What follows belongs to an exercise in optimizing a design on an open flow for small area and a short achievable clock period; a production flow would make more cautious choices.
Where RTL was checked, it was by simulation tests only, not by an equivalence proof against the original.
Only the layout flow was run in run 2; the RTL was not checked for function there.
No activity file was given, so power comes from the tool's default toggle rates.

==> flow/design.v (outline; a module is shown in full before it is edited, if it fits) <==
// module pcore_mul_csa: 2863 lines
// module pcore_add64: 452 lines
// module pcore_add32c: 197 lines
// module pcore_exe: 268 lines
module pcore_exe (
    input  logic          clk,
    input  logic          rst_n,                  
    input  logic [196:0]  id2exe_data_i,          
    input  logic [40:0]   id2exe_ctrl_i,          
    input  logic [3:0]    fwd2exe_i,              
    input  logic [31:0]   lsu2exe_fb_alu_result_i,
    input  logic [31:0]   wrb2exe_fb_rd_data_i,
    output logic [66:0]   exe2div_o,              
    output logic [95:0]   exe2lsu_data_o,         
    output logic [20:0]   exe2lsu_ctrl_o,         
    output logic [112:0]  exe2csr_data_o,         
    output logic [9:0]    exe2csr_ctrl_o,         
    output logic [12:0]   exe2fwd_o,              
    output logic [31:0]   exe2if_fb_o             
);
  // ...
==> flow/flow/run.sh <==
#!/bin/bash
# Layout flow: the standard synthesis and layout, with two changes that
# leave the design's function and registers as the standard synthesis makes
# them:
#  - after synthesis, flow/fa_polarity.py removes inverters around the full
#    adders by complementing the inputs and outputs of some of them (a full
#    adder is self-dual), and
#  - the port buffers are sky130_fd_sc_hd__buf_1 rather than the default
#    delay buffer.
set -euo pipefail
RES=orfs/results/sky130hd/pcore_exe/base
bash standard.sh synth > synth.log 2>&1
cp $RES/1_2_yosys.v $RES/1_2_yosys_standard.v
python3 flow/fa_polarity.py $RES/1_2_yosys_standard.v $RES/1_2_yosys.v > polarity.log 2>&1
rm -f $RES/1_synth.odb $RES/1_synth.sdc
export BUFFER_PORTS_ARGS="-buffer_cell sky130_fd_sc_hd__buf_1"
bash standard.sh > layout.log 2>&1
==> flow/flow/fa_polarity.py <==
#!/usr/bin/env python3
"""Remove inverters around full adders in a mapped sky130hd netlist.

A full adder is self-dual: FA(~a, ~b, ~c) = (~sum, ~carry). Each fa cell may
therefore be "flipped" (fed complemented inputs, producing complemented
outputs) without changing the function. This script chooses flips greedily to
minimise the number of inverters needed, then rewires the netlist with one
inverter per net that needs both polarities.

usage: fa_polarity.py IN.v OUT.v
"""
import re
import sys
from collections import defaultdict

OUT_PINS = {"X", "Y", "SUM", "COUT", "Q", "Q_N", "HI", "LO"}
INV = "sky130_fd_sc_hd__inv_1"


def parse(path):
    lines = open(path).read().split("\n")
    head, insts, tail = [], [], []
    i = 0
    hdr = re.compile(r"^  (sky130_fd_sc_hd__\S+) (.+?) \($")
    pin = re.compile(r"^    \.(\w+)\((.*)\),?$")
    while i < len(lines) and not hdr.match(lines[i]):
        head.append(lines[i])
        i += 1
    while i < len(lines):
        m = hdr.match(lines[i])
        if not m:
            break
        typ, name = m.group(1), m.group(2)
        pins = []
        i += 1
        while lines[i] != "  );":
            pm = pin.match(lines[i])
            assert pm, lines[i]
            pins.append([pm.group(1), pm.group(2)])
            i += 1
        i += 1
        insts.append([typ, name, pins])
    tail = lines[i:]
    return head, insts, tail


def main(inp, outp):
    head, insts, tail = parse(inp)
    # port nets: anything declared input/output in the header
    ports = set()
    for l in head:
        m = re.match(r"^\s*(input|output)\s+(\[(\d+):(\d+)\]\s+)?(\S+);", l)
        if m:
            if m.group(2):
                hi, lo = int(m.group(3)), int(m.group(4))
                for b in range(min(hi, lo), max(hi, lo) + 1):
                    ports.add(f"{m.group(5)}[{b}]")
            else:
                ports.add(m.group(5))
    driver = {}
    for k, (typ, name, pins) in enumerate(insts):
        for p, n in pins:
            if p in OUT_PINS:
                driver[n] = (k, p)
    is_inv = lambda k: insts[k][0].startswith("sky130_fd_sc_hd__inv_") or insts[k][0].startswith("sky130_fd_sc_hd__clkinv_")
    is_fa = lambda k: insts[k][0].startswith("sky130_fd_sc_hd__fa_")

    # canonical (root, parity) of each net through inverter chains
    canon_cache = {}

    def canon(n):
        if n in canon_cache:
            return canon_cache[n]
        d = driver.get(n)
        if d is not None and is_inv(d[0]):
            a = dict(insts[d[0]][2])["A"]
            r, par = canon(a)
            res = (r, par ^ 1)
        else:
            res = (n, 0)
        canon_cache[n] = res
        return res

    # consumers of each root: (inst, pin index, parity) for non-inverter cells
    cons = defaultdict(list)
    inv_out_nets = defaultdict(set)   # root -> nets produced by inverters in its chain
    for k, (typ, name, pins) in enumerate(insts):
        if is_inv(k):
            y = dict(pins)["Y"]
            r, par = canon(y)
            inv_out_nets[r].add(y)
            continue
        for idx, (p, n) in enumerate(pins):
            if p in OUT_PINS:
                continue
            r, par = canon(n)
            cons[r].append((k, idx, par))
    # roots touching ports (other than as plain driver) are frozen
    frozen = set()
    for r, nets in inv_out_nets.items():
        if any(n in ports for n in nets):
            frozen.add(r)
    roots = set(cons) | set(inv_out_nets)
    x = defaultdict(int)   # flip state of fa instances

    def ph(r):
        d = driver.get(r)
        if d is not None and is_fa(d[0]):
            return x[d[0]]
        return 0

    def cost(r):
        if r in frozen:
            return len(inv_out_nets[r])
        p = ph(r)
        need = any((par ^ (x[k] if is_fa(k) else 0)) != p for k, idx, par in cons[r])
        return 1 if need else 0

    fa_roots = defaultdict(set)
    for r in roots:
        d = driver.get(r)
        if d is not None and is_fa(d[0]):
            fa_roots[d[0]].add(r)
        for k, idx, par in cons[r]:
            if is_fa(k):
                fa_roots[k].add(r)
    # frozen roots: their fa driver and fa consumers must not change polarity
    fixed = set()
    for r in frozen:
        d = driver.get(r)
        if d is not None and is_fa(d[0]):
            fixed.add(d[0])
        for k, idx, par in cons[r]:
            if is_fa(k):
                fixed.add(k)
    before = sum(cost(r) for r in roots)
    fas = [k for k in range(len(insts)) if is_fa(k) and k not in fixed]
    # greedy descent, then randomised plateau/uphill moves (annealing),
    # keeping the best assignment seen
    import math
    import random
    rng = random.Random(1)
    cur = before
    best, best_x = cur, dict(x)
    it = 0
    temps = [0.6] * 20 + [0.4] * 20 + [0.25] * 20 + [0.1] * 20 + [0.0] * 10
    for temp in temps:
        it += 1
        rng.shuffle(fas)
        for k in fas:
            rs = fa_roots[k]
            c0 = sum(cost(r) for r in rs)
            x[k] ^= 1
            c1 = sum(cost(r) for r in rs)
            d = c1 - c0
            if d < 0 or (d == 0 and rng.random() < 0.5) or (temp > 0 and rng.random() < math.exp(-d / temp)):
                cur += d
                if cur < best:
                    best, best_x = cur, dict(x)
            else:
                x[k] ^= 1
    x.clear()
    x.update(best_x)
    after = sum(cost(r) for r in roots)

    # rebuild
    new_insts = []
    ninv = [0]
    inv_net = {}

    def inv_of(r):
        if r not in inv_net:
            ninv[0] += 1
            y = f"_polinv_{ninv[0]}_"
            inv_net[r] = y
            new_insts.append([INV, f"_polinv_cell_{ninv[0]}_", [["A", r], ["Y", y]]])
        return inv_net[r]

    newwires = []
    for k, (typ, name, pins) in enumerate(insts):
        if is_inv(k):
            y = dict(pins)["Y"]
            r, par = canon(y)
            if r in frozen:
                new_insts.append([typ, name, pins])
            continue
        newpins = []
        for p, n in pins:
            if p in OUT_PINS:
                newpins.append([p, n])
                continue
            r, par = canon(n)
            if r in frozen:
                newpins.append([p, n])
                continue
            want = par ^ (x[k] if is_fa(k) else 0)
            newpins.append([p, r if want == ph(r) else inv_of(r)])
        new_insts.append([typ, name, newpins])

    # declare new wires after the existing declarations
    decl = [f"  wire {inv_net[r]};" for r in inv_net]
    out = []
    for l in head:
        out.append(l)
    # insert declarations before the first instance: head ends just before instances
    out.extend(decl)
    for typ, name, pins in new_insts:
        out.append(f"  {typ} {name} (")
        for j, (p, n) in enumerate(pins):
            out.append(f"    .{p}({n})" + ("," if j + 1 < len(pins) else ""))
        out.append("  );")
    out.extend(tail)
    open(outp, "w").write("\n".join(out))
    nflip = sum(1 for k in fas if x[k])
    old_inv = sum(1 for k in range(len(insts)) if is_inv(k))
    print(f"fa_polarity: fa={len(fas)} flipped={nflip} inverters {old_inv} -> "
          f"{old_inv - before + after} (root cost {before} -> {after}, {it} passes)")


if __name__ == "__main__":
    main(sys.argv[1], sys.argv[2])
==> flow/standard.sh <==
#!/bin/bash
# synth_recipe.tcl (not shown) runs the flow's synth.tcl, then flattens the netlist and writes it again
# the make line also repeats each setting of config.mk as NAME=value (left out here)
make -C /OpenROAD-flow-scripts/flow DESIGN_CONFIG=/design/flow/config.mk WORK_HOME=/design/flow/orfs CLKGATE_MAP_FILE= SYNTH_SCRIPT=/design/flow/synth_recipe.tcl "${@:-finish}"
==> flow/config.mk <==
export PLATFORM = sky130hd
export DESIGN_NAME = pcore_exe
export DESIGN_NICKNAME = pcore_exe
export VERILOG_FILES = /design/flow/design.v
export SDC_FILE = /design/flow/constraint.sdc
export NUM_CORES = 4
export LEC_CHECK = 0
export CAP_MARGIN = 10
export CORE_MARGIN = 2
export CORE_UTILIZATION = 55
export CTS_BUF_LIST = sky130_fd_sc_hd__clkbuf_4 sky130_fd_sc_hd__clkbuf_8
export SETUP_SLACK_MARGIN = 5.0
export SLEW_MARGIN = 10
export TNS_END_PERCENT = 0
==> flow/constraint.sdc <==
create_clock -name core_clock -period 12.0 [get_ports {clk}]
set_input_delay 2.4000 -clock core_clock [delete_from_list [all_inputs] [get_ports {clk}]]
set_output_delay 2.4000 -clock core_clock [all_outputs]
set_load 0.01 [all_outputs]
==> flow_summary.json, run 1 <==
{
  "antenna_found_initial": 46,
  "multi_input_gates": 3550,
  "vdd_drop_max_uv": 314,
  "layout_commonest_cell": "buf_1",
  "multi_input_comb_area_sq_mm": 0.0345,
  "power_density_mw_per_mm2": 298,
  "cap_violations": 0,
  "coreArea_sq_mm": 0.0802,
  "route.met2.wl_mm": 83.1,
  "htreeDepth": 3,
  "drtPass1Iterations": 6,
  "cts_tree": "yes",
  "n_clock_buffer": 111,
  "clkTransAtPathRegs_ns": 0.07,
  "fmax_mhz": 138,
  "inv_count": 323,
  "rows": 104,
  "final_cell_mix": "647 x buf_1, 513 x xnor2_1, 465 x fa_1",
  "die_width_um": 288,
  "critical_path_buf_inv_count": 3,
  "status": "timing/DRC/antenna clean",
  "maxPowerGroup": "combinational logic",
  "cts_resized": 96,
  "cp_max_fo": 15,
  "post_cts_buffers": 39,
  "met3WireLength_mm": 26.0,
  "regArea_sq_mm": 0.00806,
  "pwr-share-clk": 0.106,
  "grt.total_usage": 0.472,
  "cts_root_buf": "clkbuf_8",
  "die_h_um": 288,
  "finalWirelength_mm": 198,
  "grt_pass1_vias": 40144,
  "synth_area_sq_mm": 0.0443,
  "worst_slack_ns": 4.78
}
==> module pcore_add32c, before the edit <==
module pcore_add32c (input wire [31:0] a, input wire [31:0] b, input wire ci, output wire [31:0] s);
wire [31:0] p = a ^ b;
wire [31:0] g = a & b;
wire g0c = g[0] | (p[0] & ci);
wire G0_1 = g[1] | (p[1] & g0c);
wire P0_1 = p[1] & p[0];
wire G0_3 = g[3] | (p[3] & g[2]);
wire P0_3 = p[3] & p[2];
wire G0_5 = g[5] | (p[5] & g[4]);
wire P0_5 = p[5] & p[4];
wire G0_7 = g[7] | (p[7] & g[6]);
wire P0_7 = p[7] & p[6];
wire G0_9 = g[9] | (p[9] & g[8]);
wire P0_9 = p[9] & p[8];
wire G0_11 = g[11] | (p[11] & g[10]);
wire P0_11 = p[11] & p[10];
wire G0_13 = g[13] | (p[13] & g[12]);
wire P0_13 = p[13] & p[12];
wire G0_15 = g[15] | (p[15] & g[14]);
wire P0_15 = p[15] & p[14];
wire G0_17 = g[17] | (p[17] & g[16]);
wire P0_17 = p[17] & p[16];
wire G0_19 = g[19] | (p[19] & g[18]);
wire P0_19 = p[19] & p[18];
wire G0_21 = g[21] | (p[21] & g[20]);
wire P0_21 = p[21] & p[20];
wire G0_23 = g[23] | (p[23] & g[22]);
wire P0_23 = p[23] & p[22];
wire G0_25 = g[25] | (p[25] & g[24]);
wire P0_25 = p[25] & p[24];
wire G0_27 = g[27] | (p[27] & g[26]);
wire P0_27 = p[27] & p[26];
wire G0_29 = g[29] | (p[29] & g[28]);
wire P0_29 = p[29] & p[28];
wire G0_31 = g[31] | (p[31] & g[30]);
wire P0_31 = p[31] & p[30];
wire G1_2 = g[2] | (p[2] & G0_1);
wire P1_2 = p[2] & P0_1;
wire G1_3 = G0_3 | (P0_3 & G0_1);
wire P1_3 = P0_3 & P0_1;
wire G1_6 = g[6] | (p[6] & G0_5);
wire P1_6 = p[6] & P0_5;
wire G1_7 = G0_7 | (P0_7 & G0_5);
wire P1_7 = P0_7 & P0_5;
wire G1_10 = g[10] | (p[10] & G0_9);
wire P1_10 = p[10] & P0_9;
wire G1_11 = G0_11 | (P0_11 & G0_9);
wire P1_11 = P0_11 & P0_9;
wire G1_14 = g[14] | (p[14] & G0_13);
wire P1_14 = p[14] & P0_13;
wire G1_15 = G0_15 | (P0_15 & G0_13);
wire P1_15 = P0_15 & P0_13;
wire G1_18 = g[18] | (p[18] & G0_17);
wire P1_18 = p[18] & P0_17;
wire G1_19 = G0_19 | (P0_19 & G0_17);
wire P1_19 = P0_19 & P0_17;
wire G1_22 = g[22] | (p[22] & G0_21);
wire P1_22 = p[22] & P0_21;
wire G1_23 = G0_23 | (P0_23 & G0_21);
wire P1_23 = P0_23 & P0_21;
wire G1_26 = g[26] | (p[26] & G0_25);
wire P1_26 = p[26] & P0_25;
wire G1_27 = G0_27 | (P0_27 & G0_25);
wire P1_27 = P0_27 & P0_25;
wire G1_30 = g[30] | (p[30] & G0_29);
wire P1_30 = p[30] & P0_29;
wire G1_31 = G0_31 | (P0_31 & G0_29);
wire P1_31 = P0_31 & P0_29;
wire G2_4 = g[4] | (p[4] & G1_3);
wire P2_4 = p[4] & P1_3;
wire G2_5 = G0_5 | (P0_5 & G1_3);
wire P2_5 = P0_5 & P1_3;
wire G2_6 = G1_6 | (P1_6 & G1_3);
wire P2_6 = P1_6 & P1_3;
wire G2_7 = G1_7 | (P1_7 & G1_3);
wire P2_7 = P1_7 & P1_3;
wire G2_12 = g[12] | (p[12] & G1_11);
wire P2_12 = p[12] & P1_11;
wire G2_13 = G0_13 | (P0_13 & G1_11);
wire P2_13 = P0_13 & P1_11;
wire G2_14 = G1_14 | (P1_14 & G1_11);
wire P2_14 = P1_14 & P1_11;
wire G2_15 = G1_15 | (P1_15 & G1_11);
wire P2_15 = P1_15 & P1_11;
wire G2_20 = g[20] | (p[20] & G1_19);
wire P2_20 = p[20] & P1_19;
wire G2_21 = G0_21 | (P0_21 & G1_19);
wire P2_21 = P0_21 & P1_19;
wire G2_22 = G1_22 | (P1_22 & G1_19);
wire P2_22 = P1_22 & P1_19;
wire G2_23 = G1_23 | (P1_23 & G1_19);
wire P2_23 = P1_23 & P1_19;
wire G2_28 = g[28] | (p[28] & G1_27);
wire P2_28 = p[28] & P1_27;
wire G2_29 = G0_29 | (P0_29 & G1_27);
wire P2_29 = P0_29 & P1_27;
wire G2_30 = G1_30 | (P1_30 & G1_27);
wire P2_30 = P1_30 & P1_27;
wire G2_31 = G1_31 | (P1_31 & G1_27);
wire P2_31 = P1_31 & P1_27;
wire G3_8 = g[8] | (p[8] & G2_7);
wire P3_8 = p[8] & P2_7;
wire G3_9 = G0_9 | (P0_9 & G2_7);
wire P3_9 = P0_9 & P2_7;
wire G3_10 = G1_10 | (P1_10 & G2_7);
wire P3_10 = P1_10 & P2_7;
wire G3_11 = G1_11 | (P1_11 & G2_7);
wire P3_11 = P1_11 & P2_7;
wire G3_12 = G2_12 | (P2_12 & G2_7);
wire P3_12 = P2_12 & P2_7;
wire G3_13 = G2_13 | (P2_13 & G2_7);
wire P3_13 = P2_13 & P2_7;
wire G3_14 = G2_14 | (P2_14 & G2_7);
wire P3_14 = P2_14 & P2_7;
wire G3_15 = G2_15 | (P2_15 & G2_7);
wire P3_15 = P2_15 & P2_7;
wire G3_24 = g[24] | (p[24] & G2_23);
wire P3_24 = p[24] & P2_23;
wire G3_25 = G0_25 | (P0_25 & G2_23);
wire P3_25 = P0_25 & P2_23;
wire G3_26 = G1_26 | (P1_26 & G2_23);
wire P3_26 = P1_26 & P2_23;
wire G3_27 = G1_27 | (P1_27 & G2_23);
wire P3_27 = P1_27 & P2_23;
wire G3_28 = G2_28 | (P2_28 & G2_23);
wire P3_28 = P2_28 & P2_23;
wire G3_29 = G2_29 | (P2_29 & G2_23);
wire P3_29 = P2_29 & P2_23;
wire G3_30 = G2_30 | (P2_30 & G2_23);
wire P3_30 = P2_30 & P2_23;
wire G3_31 = G2_31 | (P2_31 & G2_23);
wire P3_31 = P2_31 & P2_23;
wire G4_16 = g[16] | (p[16] & G3_15);
wire P4_16 = p[16] & P3_15;
wire G4_17 = G0_17 | (P0_17 & G3_15);
wire P4_17 = P0_17 & P3_15;
wire G4_18 = G1_18 | (P1_18 & G3_15);
wire P4_18 = P1_18 & P3_15;
wire G4_19 = G1_19 | (P1_19 & G3_15);
wire P4_19 = P1_19 & P3_15;
wire G4_20 = G2_20 | (P2_20 & G3_15);
wire P4_20 = P2_20 & P3_15;
wire G4_21 = G2_21 | (P2_21 & G3_15);
wire P4_21 = P2_21 & P3_15;
wire G4_22 = G2_22 | (P2_22 & G3_15);
wire P4_22 = P2_22 & P3_15;
wire G4_23 = G2_23 | (P2_23 & G3_15);
wire P4_23 = P2_23 & P3_15;
wire G4_24 = G3_24 | (P3_24 & G3_15);
wire P4_24 = P3_24 & P3_15;
wire G4_25 = G3_25 | (P3_25 & G3_15);
wire P4_25 = P3_25 & P3_15;
wire G4_26 = G3_26 | (P3_26 & G3_15);
wire P4_26 = P3_26 & P3_15;
wire G4_27 = G3_27 | (P3_27 & G3_15);
wire P4_27 = P3_27 & P3_15;
wire G4_28 = G3_28 | (P3_28 & G3_15);
wire P4_28 = P3_28 & P3_15;
wire G4_29 = G3_29 | (P3_29 & G3_15);
wire P4_29 = P3_29 & P3_15;
wire G4_30 = G3_30 | (P3_30 & G3_15);
wire P4_30 = P3_30 & P3_15;
wire G4_31 = G3_31 | (P3_31 & G3_15);
wire P4_31 = P3_31 & P3_15;
assign s[0] = p[0] ^ ci;
assign s[1] = p[1] ^ g0c;
assign s[2] = p[2] ^ G0_1;
assign s[3] = p[3] ^ G1_2;
assign s[4] = p[4] ^ G1_3;
assign s[5] = p[5] ^ G2_4;
assign s[6] = p[6] ^ G2_5;
assign s[7] = p[7] ^ G2_6;
assign s[8] = p[8] ^ G2_7;
assign s[9] = p[9] ^ G3_8;
assign s[10] = p[10] ^ G3_9;
assign s[11] = p[11] ^ G3_10;
assign s[12] = p[12] ^ G3_11;
assign s[13] = p[13] ^ G3_12;
assign s[14] = p[14] ^ G3_13;
assign s[15] = p[15] ^ G3_14;
assign s[16] = p[16] ^ G3_15;
assign s[17] = p[17] ^ G4_16;
assign s[18] = p[18] ^ G4_17;
assign s[19] = p[19] ^ G4_18;
assign s[20] = p[20] ^ G4_19;
assign s[21] = p[21] ^ G4_20;
assign s[22] = p[22] ^ G4_21;
assign s[23] = p[23] ^ G4_22;
assign s[24] = p[24] ^ G4_23;
assign s[25] = p[25] ^ G4_24;
assign s[26] = p[26] ^ G4_25;
assign s[27] = p[27] ^ G4_26;
assign s[28] = p[28] ^ G4_27;
assign s[29] = p[29] ^ G4_28;
assign s[30] = p[30] ^ G4_29;
assign s[31] = p[31] ^ G4_30;
endmodule
==> module pcore_exe, before the edit <==
module pcore_exe (
    input  logic          clk,
    input  logic          rst_n,                  
    input  logic [196:0]  id2exe_data_i,          
    input  logic [40:0]   id2exe_ctrl_i,          
    input  logic [3:0]    fwd2exe_i,              
    input  logic [31:0]   lsu2exe_fb_alu_result_i,
    input  logic [31:0]   wrb2exe_fb_rd_data_i,
    output logic [66:0]   exe2div_o,              
    output logic [95:0]   exe2lsu_data_o,         
    output logic [20:0]   exe2lsu_ctrl_o,         
    output logic [112:0]  exe2csr_data_o,         
    output logic [9:0]    exe2csr_ctrl_o,         
    output logic [12:0]   exe2fwd_o,              
    output logic [31:0]   exe2if_fb_o             
);
wire [31:0] rs1_data      = id2exe_data_i[196:165];
wire [31:0] rs2_data      = id2exe_data_i[164:133];
wire [31:0] instr         = id2exe_data_i[132:101];
wire [31:0] pc            = id2exe_data_i[100:69];
wire [31:0] pc_next       = id2exe_data_i[68:37];
wire [31:0] imm           = id2exe_data_i[36:5];
wire [3:0]  exc_code      = id2exe_data_i[4:1];
wire        instr_flushed = id2exe_data_i[0];
wire [3:0]  alu_i_ops     = id2exe_ctrl_i[40:37];
wire [2:0]  alu_m_ops     = id2exe_ctrl_i[36:34];
wire [2:0]  alu_d_ops     = id2exe_ctrl_i[33:31];
wire [2:0]  ld_ops        = id2exe_ctrl_i[30:28];
wire [1:0]  st_ops        = id2exe_ctrl_i[27:26];
wire [2:0]  branch_ops    = id2exe_ctrl_i[25:23];
wire [1:0]  csr_ops       = id2exe_ctrl_i[22:21];
wire [3:0]  amo_ops       = id2exe_ctrl_i[20:17];
wire [2:0]  sys_ops       = id2exe_ctrl_i[16:14];
wire        opr1_sel      = id2exe_ctrl_i[13];    
wire        opr2_sel      = id2exe_ctrl_i[12];    
wire        cmp_opr2_sel  = id2exe_ctrl_i[11];    
wire        csr_opr_sel   = id2exe_ctrl_i[10];    
wire [2:0]  rd_wrb_sel    = id2exe_ctrl_i[9:7];
wire        exc_req       = id2exe_ctrl_i[6];
wire        rd_wr_req     = id2exe_ctrl_i[5];
wire        jump_req      = id2exe_ctrl_i[4];
wire        branch_req    = id2exe_ctrl_i[3];
wire        fence_i_req   = id2exe_ctrl_i[2];
wire        fence_req     = id2exe_ctrl_i[1];
wire        irq_req       = id2exe_ctrl_i[0];
wire        fwd_wrb_rs1   = fwd2exe_i[3];
wire        fwd_wrb_rs2   = fwd2exe_i[2];
wire        fwd_lsu_rs1   = fwd2exe_i[1];
wire        fwd_lsu_rs2   = fwd2exe_i[0];
wire [31:0] opr_a = fwd_lsu_rs1 ? lsu2exe_fb_alu_result_i
                  : fwd_wrb_rs1 ? wrb2exe_fb_rd_data_i : rs1_data;
wire [31:0] opr_b = fwd_lsu_rs2 ? lsu2exe_fb_alu_result_i
                  : fwd_wrb_rs2 ? wrb2exe_fb_rd_data_i : rs2_data;
wire [31:0] alu_opr1 = opr1_sel ? opr_a : pc;
wire [31:0] alu_opr2 = opr2_sel ? opr_b : imm;
wire [31:0] cmp_opr2 = cmp_opr2_sel ? opr_b : imm;
logic [31:0] cmp_g [0:5];
logic [31:0] cmp_p [0:5];
always_comb begin
    cmp_g[0] = opr_a & ~cmp_opr2;
    cmp_p[0] = ~(opr_a ^ cmp_opr2);
    for (int l = 1; l <= 5; l++) begin
        cmp_g[l] = '0;
        cmp_p[l] = '0;
        for (int k = 0; k < (32 >> l); k++) begin
            cmp_g[l][k] = cmp_g[l-1][2*k+1] | (cmp_p[l-1][2*k+1] & cmp_g[l-1][2*k]);
            cmp_p[l][k] = cmp_p[l-1][2*k+1] & cmp_p[l-1][2*k];
        end
    end
end
wire        cmp_eq   = cmp_p[5][0];
wire        cmp_ltu  = ~(cmp_g[5][0] | cmp_p[5][0]);
wire        cmp_lt   = cmp_ltu ^ opr_a[31] ^ cmp_opr2[31];
logic branch_res;
always_comb begin
    case (branch_ops)
        3'd1:    branch_res = cmp_eq;
        3'd2:    branch_res = ~cmp_eq;
        3'd3:    branch_res = ~cmp_lt;
        3'd4:    branch_res = ~cmp_ltu;
        3'd5:    branch_res = cmp_lt;
        3'd6:    branch_res = cmp_ltu;
        default: branch_res = 1'b0;
    endcase
end
wire new_pc_req = jump_req | (branch_req & branch_res);
wire sel_sum = (alu_i_ops == 4'd1) | (alu_i_ops == 4'd2);
wire sel_and = (alu_i_ops == 4'd3);
wire sel_or  = (alu_i_ops == 4'd4);
wire sel_xor = (alu_i_ops == 4'd5);
wire sel_sll = (alu_i_ops == 4'd8);
wire sel_shr = (alu_i_ops == 4'd9) | (alu_i_ops == 4'd10);
wire sel_op1 = (alu_i_ops == 4'd11);
wire sel_op2 = (alu_i_ops == 4'd12);
wire alu_sub = (alu_i_ops == 4'd2);
wire alu_sra = (alu_i_ops == 4'd10);
wire set_val = ((alu_i_ops == 4'd6) & cmp_lt) | ((alu_i_ops == 4'd7) & cmp_ltu);
logic csr_rd_req, csr_wr_req;
always_comb begin
    case (csr_ops)
        2'd1:    begin csr_rd_req = |instr[11:7]; csr_wr_req = 1'b1;          end
        2'd2,
        2'd3:    begin csr_rd_req = 1'b1;         csr_wr_req = |instr[19:15]; end
        default: begin csr_rd_req = 1'b0;         csr_wr_req = 1'b0;          end
    endcase
end
wire        lsu_rd_wr_req = (|csr_ops) ? csr_rd_req : rd_wr_req;
wire [31:0] csr_wdata     = csr_opr_sel ? {27'b0, instr[19:15]} : opr_a;
wire        use_rs1       = opr1_sel | branch_req;
wire        use_rs2       = opr2_sel | (|st_ops) | branch_req;
wire        mul_cmd    = |alu_m_ops;
wire        mul_cmd_hi = alu_m_ops[1] | alu_m_ops[0];
wire        mul_lo     = alu_m_ops[2] & ~mul_cmd_hi;    
wire        mul_hi     = mul_cmd_hi;                    
wire        opr1_sgn   = alu_m_ops[1] & alu_opr1[31];
wire        opr2_sgn   = alu_m_ops[1] & alu_m_ops[0] & alu_opr2[31];
wire [63:0] mul_s, mul_c;
pcore_mul_csa mul_csa (
    .x ({opr1_sgn, alu_opr1}),
    .y ({opr2_sgn, alu_opr2}),
    .s (mul_s),
    .c (mul_c)
);
logic [31:0] opr1_q, opr2_q, opr_b_q, csr_wdata_q, instr_q, pc_q, pc_next_q;
logic [2:0]  alu_d_ops_q, rd_wrb_sel_q, ld_ops_q, sys_ops_q;
logic [1:0]  st_ops_q, csr_ops_q;
logic [3:0]  amo_ops_q, exc_code_q;
logic        rd_wr_req_q, jump_req_q, branch_req_q, fence_req_q, instr_flushed_q;
logic        exc_req_q, irq_req_q, csr_rd_req_q, csr_wr_req_q, fence_i_req_q;
logic        new_pc_req_q, use_rs1_q, use_rs2_q;
logic        sel_sum_q, sel_and_q, sel_or_q, sel_xor_q, sel_sll_q, sel_shr_q;
logic        sel_op1_q, sel_op2_q, set_val_q, mul_lo_q, mul_hi_q, alu_out_q;
always_ff @(posedge clk) begin
    if (~rst_n) begin
        opr1_q          <= '0;
        opr2_q          <= '0;
        opr_b_q         <= '0;
        csr_wdata_q     <= '0;
        instr_q         <= '0;
        pc_q            <= '0;
        pc_next_q       <= '0;
        alu_d_ops_q     <= '0;
        rd_wrb_sel_q    <= '0;
        ld_ops_q        <= '0;
        sys_ops_q       <= '0;
        st_ops_q        <= '0;
        csr_ops_q       <= '0;
        amo_ops_q       <= '0;
        exc_code_q      <= '0;
        rd_wr_req_q     <= '0;
        jump_req_q      <= '0;
        branch_req_q    <= '0;
        fence_req_q     <= '0;
        instr_flushed_q <= '0;
        exc_req_q       <= '0;
        irq_req_q       <= '0;
        csr_rd_req_q    <= '0;
        csr_wr_req_q    <= '0;
        fence_i_req_q   <= '0;
        new_pc_req_q    <= '0;
        use_rs1_q       <= '0;
        use_rs2_q       <= '0;
        sel_sum_q       <= '0;
        sel_and_q       <= '0;
        sel_or_q        <= '0;
        sel_xor_q       <= '0;
        sel_sll_q       <= '0;
        sel_shr_q       <= '0;
        sel_op1_q       <= '0;
        sel_op2_q       <= '0;
        set_val_q       <= '0;
        mul_lo_q        <= '0;
        mul_hi_q        <= '0;
        alu_out_q       <= '0;
    end else begin
        opr1_q          <= alu_opr1;
        opr2_q          <= alu_opr2;
        opr_b_q         <= opr_b;
        csr_wdata_q     <= csr_wdata;
        instr_q         <= instr;
        pc_q            <= pc;
        pc_next_q       <= pc_next;
        alu_d_ops_q     <= alu_d_ops;
        rd_wrb_sel_q    <= rd_wrb_sel;
        ld_ops_q        <= ld_ops;
        sys_ops_q       <= sys_ops;
        st_ops_q        <= st_ops;
        csr_ops_q       <= csr_ops;
        amo_ops_q       <= amo_ops;
        exc_code_q      <= exc_code;
        rd_wr_req_q     <= lsu_rd_wr_req;
        jump_req_q      <= jump_req;
        branch_req_q    <= branch_req;
        fence_req_q     <= fence_req;
        instr_flushed_q <= instr_flushed;
        exc_req_q       <= exc_req;
        irq_req_q       <= irq_req;
        csr_rd_req_q    <= csr_rd_req;
        csr_wr_req_q    <= csr_wr_req;
        fence_i_req_q   <= fence_i_req;
        new_pc_req_q    <= new_pc_req;
        use_rs1_q       <= use_rs1;
        use_rs2_q       <= use_rs2;
        sel_sum_q       <= sel_sum;
        sel_and_q       <= sel_and;
        sel_or_q        <= sel_or;
        sel_xor_q       <= sel_xor;
        sel_sll_q       <= sel_sll;
        sel_shr_q       <= sel_shr;
        sel_op1_q       <= sel_op1;
        sel_op2_q       <= sel_op2;
        set_val_q       <= set_val;
        mul_lo_q        <= mul_lo;
        mul_hi_q        <= mul_hi;
        alu_out_q       <= ~mul_cmd;
    end
end
logic [63:0] mul_s_q, mul_c_q;
logic        alu_sub_q, alu_sra_q;
always_ff @(posedge clk) begin
    mul_s_q   <= mul_s;
    mul_c_q   <= mul_c;
    alu_sub_q <= alu_sub;
    alu_sra_q <= alu_sra;
end
wire [31:0] alu_sum;
pcore_add32c alu_adder (
    .a  (opr1_q),
    .b  (alu_sub_q ? ~opr2_q : opr2_q),
    .ci (alu_sub_q),
    .s  (alu_sum)
);
function automatic [31:0] rev32(input [31:0] v);
    for (int i = 0; i < 32; i++) rev32[i] = v[31 - i];
endfunction
wire [31:0] shift_in   = sel_sll_q ? rev32(opr1_q) : opr1_q;
wire        shift_fill = alu_sra_q & opr1_q[31];
wire [32:0] shift_ext  = {shift_fill, shift_in};
wire [31:0] shift_out  = 32'($signed(shift_ext) >>> opr2_q[4:0]);
wire [31:0] alu_result = ({32{sel_sum_q}} & alu_sum)
                       | ({32{sel_and_q}} & (opr1_q & opr2_q))
                       | ({32{sel_or_q}}  & (opr1_q | opr2_q))
                       | ({32{sel_xor_q}} & (opr1_q ^ opr2_q))
                       | ({32{sel_sll_q}} & rev32(shift_out))
                       | ({32{sel_shr_q}} & shift_out)
                       | ({32{sel_op1_q}} & opr1_q)
                       | ({32{sel_op2_q}} & opr2_q)
                       | {31'b0, set_val_q};
wire [63:0] mul_sum;
pcore_add64 mul_adder (
    .a (mul_s_q),
    .b (mul_c_q),
    .s (mul_sum)
);
wire [31:0] lsu_result = ({32{mul_lo_q}}  & mul_sum[31:0])
                       | ({32{mul_hi_q}}  & mul_sum[63:32])
                       | ({32{alu_out_q}} & alu_result);
assign exe2div_o      = {opr1_q, opr2_q, alu_d_ops_q};
assign exe2lsu_data_o = {lsu_result, pc_next_q, opr_b_q};
assign exe2lsu_ctrl_o = {instr_q[11:7], rd_wrb_sel_q, ld_ops_q, st_ops_q, amo_ops_q,
                         rd_wr_req_q, jump_req_q, branch_req_q, fence_req_q};
assign exe2csr_data_o = {instr_q[31:20], pc_q, instr_q, csr_wdata_q, exc_code_q,
                         instr_flushed_q};
assign exe2csr_ctrl_o = {csr_ops_q, sys_ops_q, exc_req_q, irq_req_q, csr_rd_req_q,
                         csr_wr_req_q, fence_i_req_q};
assign exe2fwd_o      = {instr_q[19:15], instr_q[24:20], new_pc_req_q, use_rs1_q, use_rs2_q};
assign exe2if_fb_o    = {alu_result[31:2], 2'b00};
endmodule
==> run 2: changes to the inputs <==
--- a/flow/design.v
+++ b/flow/design.v
@@ -3946,162 +3946,260 @@
 wire g0c = g[0] | (p[0] & ci);
 wire G0_1 = g[1] | (p[1] & g0c);
 wire P0_1 = p[1] & p[0];
+wire G0_2 = g[2] | (p[2] & g[1]);
+wire P0_2 = p[2] & p[1];
 wire G0_3 = g[3] | (p[3] & g[2]);
 wire P0_3 = p[3] & p[2];
+wire G0_4 = g[4] | (p[4] & g[3]);
+wire P0_4 = p[4] & p[3];
 wire G0_5 = g[5] | (p[5] & g[4]);
 wire P0_5 = p[5] & p[4];
+wire G0_6 = g[6] | (p[6] & g[5]);
+wire P0_6 = p[6] & p[5];
 wire G0_7 = g[7] | (p[7] & g[6]);
 wire P0_7 = p[7] & p[6];
+wire G0_8 = g[8] | (p[8] & g[7]);
+wire P0_8 = p[8] & p[7];
 wire G0_9 = g[9] | (p[9] & g[8]);
 wire P0_9 = p[9] & p[8];
+wire G0_10 = g[10] | (p[10] & g[9]);
+wire P0_10 = p[10] & p[9];
 wire G0_11 = g[11] | (p[11] & g[10]);
 wire P0_11 = p[11] & p[10];
+wire G0_12 = g[12] | (p[12] & g[11]);
+wire P0_12 = p[12] & p[11];
 wire G0_13 = g[13] | (p[13] & g[12]);
 wire P0_13 = p[13] & p[12];
+wire G0_14 = g[14] | (p[14] & g[13]);
+wire P0_14 = p[14] & p[13];
 wire G0_15 = g[15] | (p[15] & g[14]);
 wire P0_15 = p[15] & p[14];
+wire G0_16 = g[16] | (p[16] & g[15]);
+wire P0_16 = p[16] & p[15];
 wire G0_17 = g[17] | (p[17] & g[16]);
 wire P0_17 = p[17] & p[16];
+wire G0_18 = g[18] | (p[18] & g[17]);
+wire P0_18 = p[18] & p[17];
 wire G0_19 = g[19] | (p[19] & g[18]);
 wire P0_19 = p[19] & p[18];
+wire G0_20 = g[20] | (p[20] & g[19]);
+wire P0_20 = p[20] & p[19];
 wire G0_21 = g[21] | (p[21] & g[20]);
 wire P0_21 = p[21] & p[20];
+wire G0_22 = g[22] | (p[22] & g[21]);
+wire P0_22 = p[22] & p[21];
 wire G0_23 = g[23] | (p[23] & g[22]);
 wire P0_23 = p[23] & p[22];
+wire G0_24 = g[24] | (p[24] & g[23]);
+wire P0_24 = p[24] & p[23];
 wire G0_25 = g[25] | (p[25] & g[24]);
 wire P0_25 = p[25] & p[24];
+wire G0_26 = g[26] | (p[26] & g[25]);
+wire P0_26 = p[26] & p[25];
 wire G0_27 = g[27] | (p[27] & g[26]);
 wire P0_27 = p[27] & p[26];
+wire G0_28 = g[28] | (p[28] & g[27]);
+wire P0_28 = p[28] & p[27];
 wire G0_29 = g[29] | (p[29] & g[28]);
 wire P0_29 = p[29] & p[28];
+wire G0_30 = g[30] | (p[30] & g[29]);
+wire P0_30 = p[30] & p[29];
 wire G0_31 = g[31] | (p[31] & g[30]);
 wire P0_31 = p[31] & p[30];
-wire G1_2 = g[2] | (p[2] & G0_1);
-wire P1_2 = p[2] & P0_1;
+wire G1_2 = G0_2 | (P0_2 & g0c);
+wire P1_2 = P0_2 & p[0];
 wire G1_3 = G0_3 | (P0_3 & G0_1);
 wire P1_3 = P0_3 & P0_1;
-wire G1_6 = g[6] | (p[6] & G0_5);
-wire P1_6 = p[6] & P0_5;
+wire G1_4 = G0_4 | (P0_4 & G0_2);
+wire P1_4 = P0_4 & P0_2;
+wire G1_5 = G0_5 | (P0_5 & G0_3);
+wire P1_5 = P0_5 & P0_3;
+wire G1_6 = G0_6 | (P0_6 & G0_4);
+wire P1_6 = P0_6 & P0_4;
 wire G1_7 = G0_7 | (P0_7 & G0_5);
 wire P1_7 = P0_7 & P0_5;
-wire G1_10 = g[10] | (p[10] & G0_9);
-wire P1_10 = p[10] & P0_9;
+wire G1_8 = G0_8 | (P0_8 & G0_6);
+wire P1_8 = P0_8 & P0_6;
+wire G1_9 = G0_9 | (P0_9 & G0_7);
+wire P1_9 = P0_9 & P0_7;
+wire G1_10 = G0_10 | (P0_10 & G0_8);
+wire P1_10 = P0_10 & P0_8;
 wire G1_11 = G0_11 | (P0_11 & G0_9);
 wire P1_11 = P0_11 & P0_9;
-wire G1_14 = g[14] | (p[14] & G0_13);
-wire P1_14 = p[14] & P0_13;
+wire G1_12 = G0_12 | (P0_12 & G0_10);
+wire P1_12 = P0_12 & P0_10;
+wire G1_13 = G0_13 | (P0_13 & G0_11);
+wire P1_13 = P0_13 & P0_11;
+wire G1_14 = G0_14 | (P0_14 & G0_12);
+wire P1_14 = P0_14 & P0_12;
 wire G1_15 = G0_15 | (P0_15 & G0_13);
 wire P1_15 = P0_15 & P0_13;
-wire G1_18 = g[18] | (p[18] & G0_17);
-wire P1_18 = p[18] & P0_17;
+wire G1_16 = G0_16 | (P0_16 & G0_14);
+wire P1_16 = P0_16 & P0_14;
+wire G1_17 = G0_17 | (P0_17 & G0_15);
+wire P1_17 = P0_17 & P0_15;
+wire G1_18 = G0_18 | (P0_18 & G0_16);
+wire P1_18 = P0_18 & P0_16;
 wire G1_19 = G0_19 | (P0_19 & G0_17);
 wire P1_19 = P0_19 & P0_17;
-wire G1_22 = g[22] | (p[22] & G0_21);
-wire P1_22 = p[22] & P0_21;
+wire G1_20 = G0_20 | (P0_20 & G0_18);
+wire P1_20 = P0_20 & P0_18;
+wire G1_21 = G0_21 | (P0_21 & G0_19);
+wire P1_21 = P0_21 & P0_19;
+wire G1_22 = G0_22 | (P0_22 & G0_20);
+wire P1_22 = P0_22 & P0_20;
 wire G1_23 = G0_23 | (P0_23 & G0_21);
 wire P1_23 = P0_23 & P0_21;
-wire G1_26 = g[26] | (p[26] & G0_25);
-wire P1_26 = p[26] & P0_25;
+wire G1_24 = G0_24 | (P0_24 & G0_22);
+wire P1_24 = P0_24 & P0_22;
+wire G1_25 = G0_25 | (P0_25 & G0_23);
+wire P1_25 = P0_25 & P0_23;
+wire G1_26 = G0_26 | (P0_26 & G0_24);
+wire P1_26 = P0_26 & P0_24;
 wire G1_27 = G0_27 | (P0_27 & G0_25);
 wire P1_27 = P0_27 & P0_25;
-wire G1_30 = g[30] | (p[30] & G0_29);
-wire P1_30 = p[30] & P0_29;
+wire G1_28 = G0_28 | (P0_28 & G0_26);
+wire P1_28 = P0_28 & P0_26;
+wire G1_29 = G0_29 | (P0_29 & G0_27);
+wire P1_29 = P0_29 & P0_27;
+wire G1_30 = G0_30 | (P0_30 & G0_28);
+wire P1_30 = P0_30 & P0_28;
 wire G1_31 = G0_31 | (P0_31 & G0_29);
 wire P1_31 = P0_31 & P0_29;
-wire G2_4 = g[4] | (p[4] & G1_3);
-wire P2_4 = p[4] & P1_3;
-wire G2_5 = G0_5 | (P0_5 & G1_3);
-wire P2_5 = P0_5 & P1_3;
-wire G2_6 = G1_6 | (P1_6 & G1_3);
-wire P2_6 = P1_6 & P1_3;
+wire G2_4 = G1_4 | (P1_4 & g0c);
+wire P2_4 = P1_4 & p[0];
+wire G2_5 = G1_5 | (P1_5 & G0_1);
+wire P2_5 = P1_5 & P0_1;
+wire G2_6 = G1_6 | (P1_6 & G1_2);
+wire P2_6 = P1_6 & P1_2;
 wire G2_7 = G1_7 | (P1_7 & G1_3);
 wire P2_7 = P1_7 & P1_3;
-wire G2_12 = g[12] | (p[12] & G1_11);
-wire P2_12 = p[12] & P1_11;
-wire G2_13 = G0_13 | (P0_13 & G1_11);
-wire P2_13 = P0_13 & P1_11;
-wire G2_14 = G1_14 | (P1_14 & G1_11);
-wire P2_14 = P1_14 & P1_11;
+wire G2_8 = G1_8 | (P1_8 & G1_4);
+wire P2_8 = P1_8 & P1_4;
+wire G2_9 = G1_9 | (P1_9 & G1_5);
+wire P2_9 = P1_9 & P1_5;
+wire G2_10 = G1_10 | (P1_10 & G1_6);
+wire P2_10 = P1_10 & P1_6;
+wire G2_11 = G1_11 | (P1_11 & G1_7);
+wire P2_11 = P1_11 & P1_7;
+wire G2_12 = G1_12 | (P1_12 & G1_8);
+wire P2_12 = P1_12 & P1_8;
+wire G2_13 = G1_13 | (P1_13 & G1_9);
+wire P2_13 = P1_13 & P1_9;
+wire G2_14 = G1_14 | (P1_14 & G1_10);
+wire P2_14 = P1_14 & P1_10;
 wire G2_15 = G1_15 | (P1_15 & G1_11);
 wire P2_15 = P1_15 & P1_11;
-wire G2_20 = g[20] | (p[20] & G1_19);
-wire P2_20 = p[20] & P1_19;
-wire G2_21 = G0_21 | (P0_21 & G1_19);
-wire P2_21 = P0_21 & P1_19;
-wire G2_22 = G1_22 | (P1_22 & G1_19);
-wire P2_22 = P1_22 & P1_19;
+wire G2_16 = G1_16 | (P1_16 & G1_12);
+wire P2_16 = P1_16 & P1_12;
+wire G2_17 = G1_17 | (P1_17 & G1_13);
+wire P2_17 = P1_17 & P1_13;
+wire G2_18 = G1_18 | (P1_18 & G1_14);
+wire P2_18 = P1_18 & P1_14;
+wire G2_19 = G1_19 | (P1_19 & G1_15);
+wire P2_19 = P1_19 & P1_15;
+wire G2_20 = G1_20 | (P1_20 & G1_16);
+wire P2_20 = P1_20 & P1_16;
+wire G2_21 = G1_21 | (P1_21 & G1_17);
+wire P2_21 = P1_21 & P1_17;
+wire G2_22 = G1_22 | (P1_22 & G1_18);
+wire P2_22 = P1_22 & P1_18;
 wire G2_23 = G1_23 | (P1_23 & G1_19);
 wire P2_23 = P1_23 & P1_19;
-wire G2_28 = g[28] | (p[28] & G1_27);
-wire P2_28 = p[28] & P1_27;
-wire G2_29 = G0_29 | (P0_29 & G1_27);
-wire P2_29 = P0_29 & P1_27;
-wire G2_30 = G1_30 | (P1_30 & G1_27);
-wire P2_30 = P1_30 & P1_27;
+wire G2_24 = G1_24 | (P1_24 & G1_20);
+wire P2_24 = P1_24 & P1_20;
+wire G2_25 = G1_25 | (P1_25 & G1_21);
+wire P2_25 = P1_25 & P1_21;
+wire G2_26 = G1_26 | (P1_26 & G1_22);
+wire P2_26 = P1_26 & P1_22;
+wire G2_27 = G1_27 | (P1_27 & G1_23);
+wire P2_27 = P1_27 & P1_23;
+wire G2_28 = G1_28 | (P1_28 & G1_24);
+wire P2_28 = P1_28 & P1_24;
+wire G2_29 = G1_29 | (P1_29 & G1_25);
+wire P2_29 = P1_29 & P1_25;
+wire G2_30 = G1_30 | (P1_30 & G1_26);
+wire P2_30 = P1_30 & P1_26;
 wire G2_31 = G1_31 | (P1_31 & G1_27);
 wire P2_31 = P1_31 & P1_27;
-wire G3_8 = g[8] | (p[8] & G2_7);
-wire P3_8 = p[8] & P2_7;
-wire G3_9 = G0_9 | (P0_9 & G2_7);
-wire P3_9 = P0_9 & P2_7;
-wire G3_10 = G1_10 | (P1_10 & G2_7);
-wire P3_10 = P1_10 & P2_7;
-wire G3_11 = G1_11 | (P1_11 & G2_7);
-wire P3_11 = P1_11 & P2_7;
-wire G3_12 = G2_12 | (P2_12 & G2_7);
-wire P3_12 = P2_12 & P2_7;
-wire G3_13 = G2_13 | (P2_13 & G2_7);
-wire P3_13 = P2_13 & P2_7;
-wire G3_14 = G2_14 | (P2_14 & G2_7);
-wire P3_14 = P2_14 & P2_7;
+wire G3_8 = G2_8 | (P2_8 & g0c);
+wire P3_8 = P2_8 & p[0];
+wire G3_9 = G2_9 | (P2_9 & G0_1);
+wire P3_9 = P2_9 & P0_1;
+wire G3_10 = G2_10 | (P2_10 & G1_2);
+wire P3_10 = P2_10 & P1_2;
+wire G3_11 = G2_11 | (P2_11 & G1_3);
+wire P3_11 = P2_11 & P1_3;
+wire G3_12 = G2_12 | (P2_12 & G2_4);
+wire P3_12 = P2_12 & P2_4;
+wire G3_13 = G2_13 | (P2_13 & G2_5);
+wire P3_13 = P2_13 & P2_5;
+wire G3_14 = G2_14 | (P2_14 & G2_6);
+wire P3_14 = P2_14 & P2_6;
 wire G3_15 = G2_15 | (P2_15 & G2_7);
 wire P3_15 = P2_15 & P2_7;
-wire G3_24 = g[24] | (p[24] & G2_23);
-wire P3_24 = p[24] & P2_23;
-wire G3_25 = G0_25 | (P0_25 & G2_23);
-wire P3_25 = P0_25 & P2_23;
-wire G3_26 = G1_26 | (P1_26 & G2_23);
-wire P3_26 = P1_26 & P2_23;
-wire G3_27 = G1_27 | (P1_27 & G2_23);
-wire P3_27 = P1_27 & P2_23;
-wire G3_28 = G2_28 | (P2_28 & G2_23);
-wire P3_28 = P2_28 & P2_23;
-wire G3_29 = G2_29 | (P2_29 & G2_23);
-wire P3_29 = P2_29 & P2_23;
-wire G3_30 = G2_30 | (P2_30 & G2_23);
-wire P3_30 = P2_30 & P2_23;
+wire G3_16 = G2_16 | (P2_16 & G2_8);
+wire P3_16 = P2_16 & P2_8;
+wire G3_17 = G2_17 | (P2_17 & G2_9);
+wire P3_17 = P2_17 & P2_9;
+wire G3_18 = G2_18 | (P2_18 & G2_10);
+wire P3_18 = P2_18 & P2_10;
+wire G3_19 = G2_19 | (P2_19 & G2_11);
+wire P3_19 = P2_19 & P2_11;
+wire G3_20 = G2_20 | (P2_20 & G2_12);
+wire P3_20 = P2_20 & P2_12;
+wire G3_21 = G2_21 | (P2_21 & G2_13);
+wire P3_21 = P2_21 & P2_13;
+wire G3_22 = G2_22 | (P2_22 & G2_14);
+wire P3_22 = P2_22 & P2_14;
+wire G3_23 = G2_23 | (P2_23 & G2_15);
+wire P3_23 = P2_23 & P2_15;
+wire G3_24 = G2_24 | (P2_24 & G2_16);
+wire P3_24 = P2_24 & P2_16;
+wire G3_25 = G2_25 | (P2_25 & G2_17);
+wire P3_25 = P2_25 & P2_17;
+wire G3_26 = G2_26 | (P2_26 & G2_18);
+wire P3_26 = P2_26 & P2_18;
+wire G3_27 = G2_27 | (P2_27 & G2_19);
+wire P3_27 = P2_27 & P2_19;
+wire G3_28 = G2_28 | (P2_28 & G2_20);
+wire P3_28 = P2_28 & P2_20;
+wire G3_29 = G2_29 | (P2_29 & G2_21);
+wire P3_29 = P2_29 & P2_21;
+wire G3_30 = G2_30 | (P2_30 & G2_22);
+wire P3_30 = P2_30 & P2_22;
 wire G3_31 = G2_31 | (P2_31 & G2_23);
 wire P3_31 = P2_31 & P2_23;
-wire G4_16 = g[16] | (p[16] & G3_15);
-wire P4_16 = p[16] & P3_15;
-wire G4_17 = G0_17 | (P0_17 & G3_15);
-wire P4_17 = P0_17 & P3_15;
-wire G4_18 = G1_18 | (P1_18 & G3_15);
-wire P4_18 = P1_18 & P3_15;
-wire G4_19 = G1_19 | (P1_19 & G3_15);
-wire P4_19 = P1_19 & P3_15;
-wire G4_20 = G2_20 | (P2_20 & G3_15);
-wire P4_20 = P2_20 & P3_15;
-wire G4_21 = G2_21 | (P2_21 & G3_15);
-wire P4_21 = P2_21 & P3_15;
-wire G4_22 = G2_22 | (P2_22 & G3_15);
-wire P4_22 = P2_22 & P3_15;
-wire G4_23 = G2_23 | (P2_23 & G3_15);
-wire P4_23 = P2_23 & P3_15;
-wire G4_24 = G3_24 | (P3_24 & G3_15);
-wire P4_24 = P3_24 & P3_15;
-wire G4_25 = G3_25 | (P3_25 & G3_15);
-wire P4_25 = P3_25 & P3_15;
-wire G4_26 = G3_26 | (P3_26 & G3_15);
-wire P4_26 = P3_26 & P3_15;
-wire G4_27 = G3_27 | (P3_27 & G3_15);
-wire P4_27 = P3_27 & P3_15;
-wire G4_28 = G3_28 | (P3_28 & G3_15);
-wire P4_28 = P3_28 & P3_15;
-wire G4_29 = G3_29 | (P3_29 & G3_15);
-wire P4_29 = P3_29 & P3_15;
-wire G4_30 = G3_30 | (P3_30 & G3_15);
-wire P4_30 = P3_30 & P3_15;
+wire G4_16 = G3_16 | (P3_16 & g0c);
+wire P4_16 = P3_16 & p[0];
+wire G4_17 = G3_17 | (P3_17 & G0_1);
+wire P4_17 = P3_17 & P0_1;
+wire G4_18 = G3_18 | (P3_18 & G1_2);
+wire P4_18 = P3_18 & P1_2;
+wire G4_19 = G3_19 | (P3_19 & G1_3);
+wire P4_19 = P3_19 & P1_3;
+wire G4_20 = G3_20 | (P3_20 & G2_4);
+wire P4_20 = P3_20 & P2_4;
+wire G4_21 = G3_21 | (P3_21 & G2_5);
+wire P4_21 = P3_21 & P2_5;
+wire G4_22 = G3_22 | (P3_22 & G2_6);
+wire P4_22 = P3_22 & P2_6;
+wire G4_23 = G3_23 | (P3_23 & G2_7);
+wire P4_23 = P3_23 & P2_7;
+wire G4_24 = G3_24 | (P3_24 & G3_8);
+wire P4_24 = P3_24 & P3_8;
+wire G4_25 = G3_25 | (P3_25 & G3_9);
+wire P4_25 = P3_25 & P3_9;
+wire G4_26 = G3_26 | (P3_26 & G3_10);
+wire P4_26 = P3_26 & P3_10;
+wire G4_27 = G3_27 | (P3_27 & G3_11);
+wire P4_27 = P3_27 & P3_11;
+wire G4_28 = G3_28 | (P3_28 & G3_12);
+wire P4_28 = P3_28 & P3_12;
+wire G4_29 = G3_29 | (P3_29 & G3_13);
+wire P4_29 = P3_29 & P3_13;
+wire G4_30 = G3_30 | (P3_30 & G3_14);
+wire P4_30 = P3_30 & P3_14;
 wire G4_31 = G3_31 | (P3_31 & G3_15);
 wire P4_31 = P3_31 & P3_15;
 assign s[0] = p[0] ^ ci;
@@ -4193,23 +4291,10 @@
 wire [31:0] alu_opr1 = opr1_sel ? opr_a : pc;
 wire [31:0] alu_opr2 = opr2_sel ? opr_b : imm;
 wire [31:0] cmp_opr2 = cmp_opr2_sel ? opr_b : imm;
-logic [31:0] cmp_g [0:5];
-logic [31:0] cmp_p [0:5];
-always_comb begin
-    cmp_g[0] = opr_a & ~cmp_opr2;
-    cmp_p[0] = ~(opr_a ^ cmp_opr2);
-    for (int l = 1; l <= 5; l++) begin
-        cmp_g[l] = '0;
-        cmp_p[l] = '0;
-        for (int k = 0; k < (32 >> l); k++) begin
-            cmp_g[l][k] = cmp_g[l-1][2*k+1] | (cmp_p[l-1][2*k+1] & cmp_g[l-1][2*k]);
-            cmp_p[l][k] = cmp_p[l-1][2*k+1] & cmp_p[l-1][2*k];
-        end
-    end
-end
-wire        cmp_eq   = cmp_p[5][0];
-wire        cmp_ltu  = ~(cmp_g[5][0] | cmp_p[5][0]);
-wire        cmp_lt   = cmp_ltu ^ opr_a[31] ^ cmp_opr2[31];
+wire [32:0] cmp_diff = {1'b0, opr_a} - {1'b0, cmp_opr2};
+wire        cmp_eq   = (opr_a == cmp_opr2);
+wire        cmp_ltu  = cmp_diff[32];
+wire        cmp_lt   = cmp_diff[32] ^ opr_a[31] ^ cmp_opr2[31];
 logic branch_res;
 always_comb begin
     case (branch_ops)
@@ -4233,6 +4318,7 @@
 wire sel_op2 = (alu_i_ops == 4'd12);
 wire alu_sub = (alu_i_ops == 4'd2);
 wire alu_sra = (alu_i_ops == 4'd10);
+wire [31:0] alu_addb = alu_sub ? ~alu_opr2 : alu_opr2;
 wire set_val = ((alu_i_ops == 4'd6) & cmp_lt) | ((alu_i_ops == 4'd7) & cmp_ltu);
 logic csr_rd_req, csr_wr_req;
 always_comb begin
@@ -4269,6 +4355,7 @@
 logic        new_pc_req_q, use_rs1_q, use_rs2_q;
 logic        sel_sum_q, sel_and_q, sel_or_q, sel_xor_q, sel_sll_q, sel_shr_q;
 logic        sel_op1_q, sel_op2_q, set_val_q, mul_lo_q, mul_hi_q, alu_out_q;
+logic        sel_sum_l_q;
 always_ff @(posedge clk) begin
     if (~rst_n) begin
         opr1_q          <= '0;
@@ -4311,6 +4398,7 @@
         mul_lo_q        <= '0;
         mul_hi_q        <= '0;
         alu_out_q       <= '0;
+        sel_sum_l_q     <= '0;
     end else begin
         opr1_q          <= alu_opr1;
         opr2_q          <= alu_opr2;
@@ -4352,20 +4440,23 @@
         mul_lo_q        <= mul_lo;
         mul_hi_q        <= mul_hi;
         alu_out_q       <= ~mul_cmd;
+        sel_sum_l_q     <= sel_sum & ~mul_cmd;
     end
 end
 logic [63:0] mul_s_q, mul_c_q;
+logic [31:0] alu_addb_q;
 logic        alu_sub_q, alu_sra_q;
 always_ff @(posedge clk) begin
     mul_s_q   <= mul_s;
     mul_c_q   <= mul_c;
+    alu_addb_q <= alu_addb;
     alu_sub_q <= alu_sub;
     alu_sra_q <= alu_sra;
 end
 wire [31:0] alu_sum;
 pcore_add32c alu_adder (
     .a  (opr1_q),
-    .b  (alu_sub_q ? ~opr2_q : opr2_q),
+    .b  (alu_addb_q),
     .ci (alu_sub_q),
     .s  (alu_sum)
 );
@@ -4376,8 +4467,7 @@
 wire        shift_fill = alu_sra_q & opr1_q[31];
 wire [32:0] shift_ext  = {shift_fill, shift_in};
 wire [31:0] shift_out  = 32'($signed(shift_ext) >>> opr2_q[4:0]);
-wire [31:0] alu_result = ({32{sel_sum_q}} & alu_sum)
-                       | ({32{sel_and_q}} & (opr1_q & opr2_q))
+wire [31:0] alu_other  = ({32{sel_and_q}} & (opr1_q & opr2_q))
                        | ({32{sel_or_q}}  & (opr1_q | opr2_q))
                        | ({32{sel_xor_q}} & (opr1_q ^ opr2_q))
                        | ({32{sel_sll_q}} & rev32(shift_out))
@@ -4385,15 +4475,17 @@
                        | ({32{sel_op1_q}} & opr1_q)
                        | ({32{sel_op2_q}} & opr2_q)
                        | {31'b0, set_val_q};
+wire [31:0] alu_result = ({32{sel_sum_q}} & alu_sum) | alu_other;
 wire [63:0] mul_sum;
 pcore_add64 mul_adder (
     .a (mul_s_q),
     .b (mul_c_q),
     .s (mul_sum)
 );
-wire [31:0] lsu_result = ({32{mul_lo_q}}  & mul_sum[31:0])
-                       | ({32{mul_hi_q}}  & mul_sum[63:32])
-                       | ({32{alu_out_q}} & alu_result);
+wire [31:0] lsu_result = ({32{mul_lo_q}}    & mul_sum[31:0])
+                       | ({32{mul_hi_q}}    & mul_sum[63:32])
+                       | ({32{alu_out_q}}   & alu_other)
+                       | ({32{sel_sum_l_q}} & alu_sum);
 assign exe2div_o      = {opr1_q, opr2_q, alu_d_ops_q};
 assign exe2lsu_data_o = {lsu_result, pc_next_q, opr_b_q};
 assign exe2lsu_ctrl_o = {instr_q[11:7], rd_wrb_sel_q, ld_ops_q, st_ops_q, amo_ops_q,
==> flow/config.mk (replaced) <==
export PLATFORM = sky130hd
export DESIGN_NAME = pcore_exe
export DESIGN_NICKNAME = pcore_exe
export VERILOG_FILES = /design/flow/design.v
export SDC_FILE = /design/flow/constraint.sdc
export NUM_CORES = 4
export LEC_CHECK = 0
export CAP_MARGIN = 20
export CORE_MARGIN = 2
export CORE_UTILIZATION = 40
export SETUP_SLACK_MARGIN = 5.0
export SLEW_MARGIN = 20
==> run 2 against run 1 <==
  * Still clean
  * Count of clock-buffer cells in the layout is 37 lower
  * Critical path depth is 4 lower
  * Total power increased by 11%
  * Cell count up 11%
  * Setup slack better by 0.098 ns
  * First-iteration DRC count increased by 11%
  * Clock power increased by 14%
  * Global-route usage is 8.1 points lower
  * Maximum frequency rose by 1.4%
  * Design area grew 8.2%
  * Non-clock buffer count rose by 119
  * Via count increased by 5.5%
  * Critical path type unchanged
  * Largest power group unchanged
==> flow_summary.json, run 2 <==
{
  "power_density_mw_per_mm2": 305,
  "grt.total_usage": 0.391,
  "layout_commonest_cell": "buf_1",
  "multi_input_comb_area_sq_mm": 0.0355,
  "largest_reg_flops": 64,
  "fillers": 10839,
  "met1_usage": 0.514,
  "dp_worst_setup_slack_ns": 3.05,
  "hold_buffers": 0,
  "end_kind": "output port",
  "antenna_found_initial": 69,
  "setup_viol": 0,
  "drive_gt1_frac": 0.138,
  "route.vias.total": 43428,
  "drtIter0Drc": 5638,
  "p_sw_frac": 0.501,
  "drc": 0,
  "cap_violations": 0,
  "worst_slack_ns": 4.88,
  "overflow": 0,
  "coreArea_sq_mm": 0.114,
  "postSynthCellCount": 4826,
  "critPathRequiredTime_ns": 9.60,
  "finalCritPeriodShare": 0.594,
  "placed_cell_area_sq_mm": 0.0502,
  "clock_path_buffers": 3,
  "hp-class": "primary input to flip-flop",
  "die_width_um": 342,
  "start_util": 0.402,
  "grt_pass1_wl_mm": 323,
  "dp.cells": 6708,
  "final_area_sq_mm": 0.0554,
  "timing_worst_setup_path_type": "flip-flop to output port",
  "rows": 124,
  "clkTransAtPathRegs_ns": 0.07,
  "fin_setup_tns_ns": 0,
  "reg_top3": "mul_s_q x64, mul_c_q x63",
  "via_per_inst": 6.18,
  "die_h_um": 342,
  "dieArea_sq_mm": 0.117,
  "hold_violations": 0,
  "p_int_uw": 8440,
  "fin_cells": 7027,
  "vdd_drop_max_uv": 402,
  "cts_tree": "yes",
  "status": "timing/DRC/antenna clean",
  "post-dp-hpwl_mm": 183,
  "io_pins": 660,
  "avgSynthCellArea_sq_um": 9.49,
  "cp_max_fo": 13,
  "finalWirelength_mm": 240,
  "grt_max_degree": 106,
  "crit_arrival_ns": 4.72,
  "slew_violations": 0,
  "io_buffers": 657,
  "cts_root_buf": "clkbuf_16",
  "wl_per_cell_um": 34.1,
  "regMostFlops": "mul_s_q",
  "seqPwrFrac": 0.133,
  "synth_area_sq_mm": 0.0458,
  "clock_sinks": 435,
  "fin_nets": 6468,
  "yosysWarnings": 1,
  "grt.busiest_layer": "met2",
  "met3_usage": 0.147,
  "p_switching_uw": 8460,
  "p_comb_frac": 0.759,
  "critPathLaunchType": "flip-flop",
  "grt_pass1_vias": 41029,
  "grt_setup_unrepaired": "true",
  "fin_crit_ns": 7.12,
  "fmax_mhz": 140,
  "drtPass1Iterations": 12,
  "final_cell_mix": "647 x buf_1, 525 x xnor2_1, 428 x dfxtp_1",
  "pwr-share-clk": 0.108,
  "use_met2": 0.556,
  "gp_congestion": 1.03,
  "area_delta_synth_final_pct": 20.9,
  "ant_nets": 0,
  "regArea_sq_mm": 0.00872,
  "cts_made_buffers": 55,
  "htreeDepth": 2,
  "worst_pin_slew_ns": 1.13,
  "timing.hold.ws_ns": 1.89,
  "slew_headroom": 0.240,
  "p_leak_uw": 0.0219
}
-- run 2: stage by stage --
stage	power, uW	util
2_1_floorplan	10400	-
3_3_place_gp	14300	0.441
3_5_place_dp	14400	0.441
4_1_cts	16400	0.470
5_1_grt	18300	0.486
6_report	16900	0.486
-- run 2: cell type report --
| class | count | share of cell area |
|---|---|---|
| Antenna cell | 41 | 0.00185 |
| Clock inverter | 28 | 0.00771 |
| Multi-Input combinational cell | 3639 | 0.642 |
| Timing Repair inverter | 3 | 0.000452 |
| Timing Repair Buffer | 957 | 0.104 |
| Sequential cell | 435 | 0.158 |
| Tap cell | 1512 | 0.0342 |
| Clock buffer | 74 | 0.0283 |
| Inverter | 338 | 0.0240 |
-- run 2: worst paths after layout --
| kind | from | to | slack [ns] | cells after the start |
|---|---|---|---|---|
| worst max-delay path | sel_sll_q | exe2lsu_data_o[78] | 4.88 | 11 |
| worst min-delay path | id2exe_ctrl_i[14] | sys_ops_q[0] | 1.89 | 2 |
-- run 2: worst max-delay path, cell delays in order, from the launching register on --
cell      delay (ns)
dfxtp_4         0.40
buf_12          0.18
mux4_2          0.57
mux2_2          0.36
mux2i_4         0.23
nor2_1          0.07
nor3_1          0.22
a21oi_2         0.12
a221o_1         0.44
a222oi_1        0.90
o21ai_1         0.30
clkbuf_2        0.22
-- run 2: layer usage --
metal | part of all wire | routed length, um
met5 | 0.0012 | 283
met2 | 0.40 | 97000
met3 | 0.14 | 32800
met1 | 0.39 | 93000
met4 | 0.069 | 16600
-- run 2: power groups by stage --
| stage | logic [uW] | clock network, uW | registers (uW) |
|---|---|---|---|
| CTS | 12300 | 1840 | 2230 |
| global route | 14200 | 1890 | 2250 |
| floorplan | 8290 | 0 | 2150 |
| global placement | 12100 | 0 | 2250 |
| detailed placement | 12200 | 0 | 2250 |
| finish | 12800 | 1830 | 2240 |
-- run 2: timing repair --
action / 4_1_cts / 5_1_grt
endpoints found under the setup margin: 113 / 73
gates resized for setup: 117 / 168
setup buffers: 55 / 100
gates cloned: 9 / 12
pin swaps: 19 / 47

## separate check: timing with driven ports
The results above use ideal ports. As a check the final layouts listed here were re-extracted and re-timed, cells and wires unchanged.
Step 1 (the two cells are an assumption about what drives the block):
set clk [get_ports {clk}]
set_driving_cell -lib_cell sky130_fd_sc_hd__clkbuf_16 $clk
set_driving_cell -lib_cell sky130_fd_sc_hd__buf_2 [delete_from_list [all_inputs] $clk]
Step 2 moves the port delays by t, midway between the first and last clock arrival at a register: inputs arrive t later, outputs are due t later. That takes back most of the time a late clock gives input paths.
Three values: ideal, step 1, step 2; two values: the first two.
run | t, ns | setup WS [ns] | worst setup path at the end | slew at the worst register clock pin (ns)
run 1 | 0.823 | 4.777 / 4.707 / 4.091 | input to register | 0.07 / 0.07
run 2 | 0.743 | 4.876 / 4.795 / 4.310 | input to register | 0.07 / 0.07
After both steps every run listed still meets setup and hold. For run 1, which loses most, drivers alone change the setup slack by -0.070 ns; drivers and shift together by -0.686 ns.
